Background: an optimization exercise with open tools, aiming at small area, a short achievable clock period and few clock cycles per item. Do not read the settings as production practice.
Function was checked by simulation only, so behaviour that the tests miss may differ from the original.

Design part_2_TOP, start of the top module:
module part_2_TOP (input clk, rst, start, input [1:0] MOD, input [15:0] Xbus,
                   output Ready, output [17:0] RBUS);
Settings: LEC_CHECK=0, CAP_MARGIN=0, CORE_MARGIN=2, CORE_UTILIZATION=40, PLACE_DENSITY=0.6, SETUP_SLACK_MARGIN=4.5, SLEW_MARGIN=0; clock period 10.0 ns.
run.sh (not shown) runs the stock make flow with config.mk's settings and CLKGATE_MAP_FILE= SYNTH_SCRIPT=/design/flow/synth_recipe.tcl, a recipe that flattens the netlist after the stock synthesis.
Testbench counts at the start, summed over its fixed seeds: cycles 14,484, items 1,280.
Then changed:
--- a/flow/config.mk
+++ b/flow/config.mk
@@ -8 +8 @@
-export CAP_MARGIN = 0
+export CAP_MARGIN = 5
@@ -12,2 +12,2 @@
-export SETUP_SLACK_MARGIN = 4.5
-export SLEW_MARGIN = 0
+export SETUP_SLACK_MARGIN = 4.6
+export SLEW_MARGIN = 5
Effect: The changed run produced a clean layout; hold slack hardly moves; die area does not change; cell area goes up by 2.1%; synthesized area does not change; count of clock-buffer cells in the layout is unchanged; register-to-register slack improves by 0.09 ns; synthesized cell count does not change.
Then changed:
--- a/flow/config.mk
+++ b/flow/config.mk
@@ -8 +8 @@
-export CAP_MARGIN = 5
+export CAP_MARGIN = 20
@@ -11,3 +11,3 @@
-export PLACE_DENSITY = 0.6
-export SETUP_SLACK_MARGIN = 4.6
-export SLEW_MARGIN = 5
+export PLACE_DENSITY = 0.45
+export SETUP_SLACK_MARGIN = 4.5
+export SLEW_MARGIN = 20
After rerunning: Setup slack gets worse by 0.079 ns. Cell area decreases by about 0.9%. Via count decreases by about 2.5%.

* * *

build 54:
Starting RTL as in the previous note.
clock: 10.0 ns
lec_check: 0
cap_margin: 20
core_margin: 2
core_utilization: 40
place_density: 0.6
setup_slack_margin: 4.25
slew_margin: 20
Build 54 | status: complete | timing, DRC, antenna: pass
Testbench counts of build 54, summed over its fixed seeds: cycles 14,484, items 1,280.
Setup changes, build 54 to build 4
Settings: a change of SETUP_SLACK_MARGIN from 4.25 to 4.75.
Notes after the runs:
Build 4 finished end to end and its layout was clean on timing, DRC and antenna.
Post-route cell area for build 4 is higher than for build 54.
Build 54 → build 4: utilization rose by 4.4 points, smallest hold slack shrank by 0.011 ns.
Between build 54 and build 4, the cell count went up.
On largest clock skew in the final design, build 54 tracks build 4 almost exactly.
Taking build 54 as the reference, in build 4 number of DRC violations after detailed-routing iteration 0 increased 8.2%; final worst setup slack increased 0.38 ns.
[inputs] build 57 vs build 4
Settings: SLEW_MARGIN now 5, was 20; CAP_MARGIN now 5, was 20; SETUP_SLACK_MARGIN now 4.5, was 4.75.
Findings:
Build 57 | stages: all done | timing, DRC, antenna: all pass. Measured against build 4, the summed area of non-filler cells in the final layout of build 57 comes out at 0.931 times the reference value. Core util | build 57 vs build 4 | build 57 lower. Looking at cell count along the critical path, build 57 sits 2 below build 4. Compared with build 4, build 57 shows a lower fraction of final layout cells with drive strength greater than 1. Per the comparison of build 57 with build 4, area taken by flip-flops and latches decreased 39 um2, post-placement setup slack increased 0.14 ns, area overhead of the layout relative to synthesis decreased 8.3 points.

* * *

Setup of run A:
part_2_TOP again, from the RTL that the note above started with.
==> flow/design.v (excerpt) <==
module part_2_TOP (input clk, rst, start, input [1:0] MOD, input [15:0] Xbus,
                   output Ready, output [17:0] RBUS);
Settings: LEC_CHECK=0, CAP_MARGIN=5, CORE_MARGIN=2, CORE_UTILIZATION=40, PLACE_DENSITY=0.6, SETUP_SLACK_MARGIN=4.4, SLEW_MARGIN=5; clock period 10.0 ns.
In summary, run A completed successfully, with a layout that passed the timing, DRC and antenna checks.
Testbench counts of run A, summed over its fixed seeds: cycles 14,484, items 1,280.
Setup changes, run A to run B
- changing SLEW_MARGIN from 5 to 20
- changing SETUP_SLACK_MARGIN from 4.4 to 4.5
- changing CAP_MARGIN from 5 to 20
- changing PLACE_DENSITY from 0.6 to 0.75
==> run notes <==
On fraction of area in registers: run B sits above run A.
Global routing met1 resource utilization: higher on run A
On portion of the clock cycle consumed by the worst path in the final layout, run A tracks run B almost exactly.
Run A -> run B: worst setup margin flat
Cmp run B vs run A: wire length lower in run B
Here is what was changed in the inputs of run C compared with run B.
- changing PLACE_DENSITY from 0.75 to 0.6
[summary]
Going from run B to run C, total number of vias saw a decrease.
[compare] base=run B new=run C: register bit count reported by yosys barely changed, sum of routed wire length over all layers +5.3%, stage delay of the slowest cell on the critical path now larger.

-- static timing again, ports no longer ideal --
The flow's constraints put no driver on any port. The routed layouts listed below were extracted and timed again, unchanged, in two steps. Step 1 sets driving cells, clkbuf_16 on the clock port and buf_2 on the other inputs (assumed; they add their load-dependent delay and slew). Step 2, shift: input delay + t, output delay - t, t = (earliest + latest rising clock arrival at the registers) / 2. This alone moves slack from input paths to output paths. Three values: ideal, step 1, step 2; two values: the first two.
run | shift t [ns] | setup slack, ns | pins driven straight from the clock port
the first run of note 1 | 0.380 | 4.712 / 4.671 / 4.758 | 1
the second run of note 1 | 0.380 | 4.765 / 4.724 / 4.849 | 1
the third run of note 1 | 0.394 | 4.686 / 4.639 / 4.757 | 1
build 54 | 0.377 | 4.361 / 4.320 / 4.593 | 1
build 4 | 0.381 | 4.742 / 4.702 / 4.858 | 1
build 57 | 0.380 | 4.712 / 4.671 / 4.758 | 1
run A | 0.383 | 4.622 / 4.579 / 4.691 | 1
run B | 0.373 | 4.622 / 4.585 / 4.683 | 1
run C | 0.382 | 4.663 / 4.622 / 4.742 | 1
After both steps setup and hold are still met in every run listed.
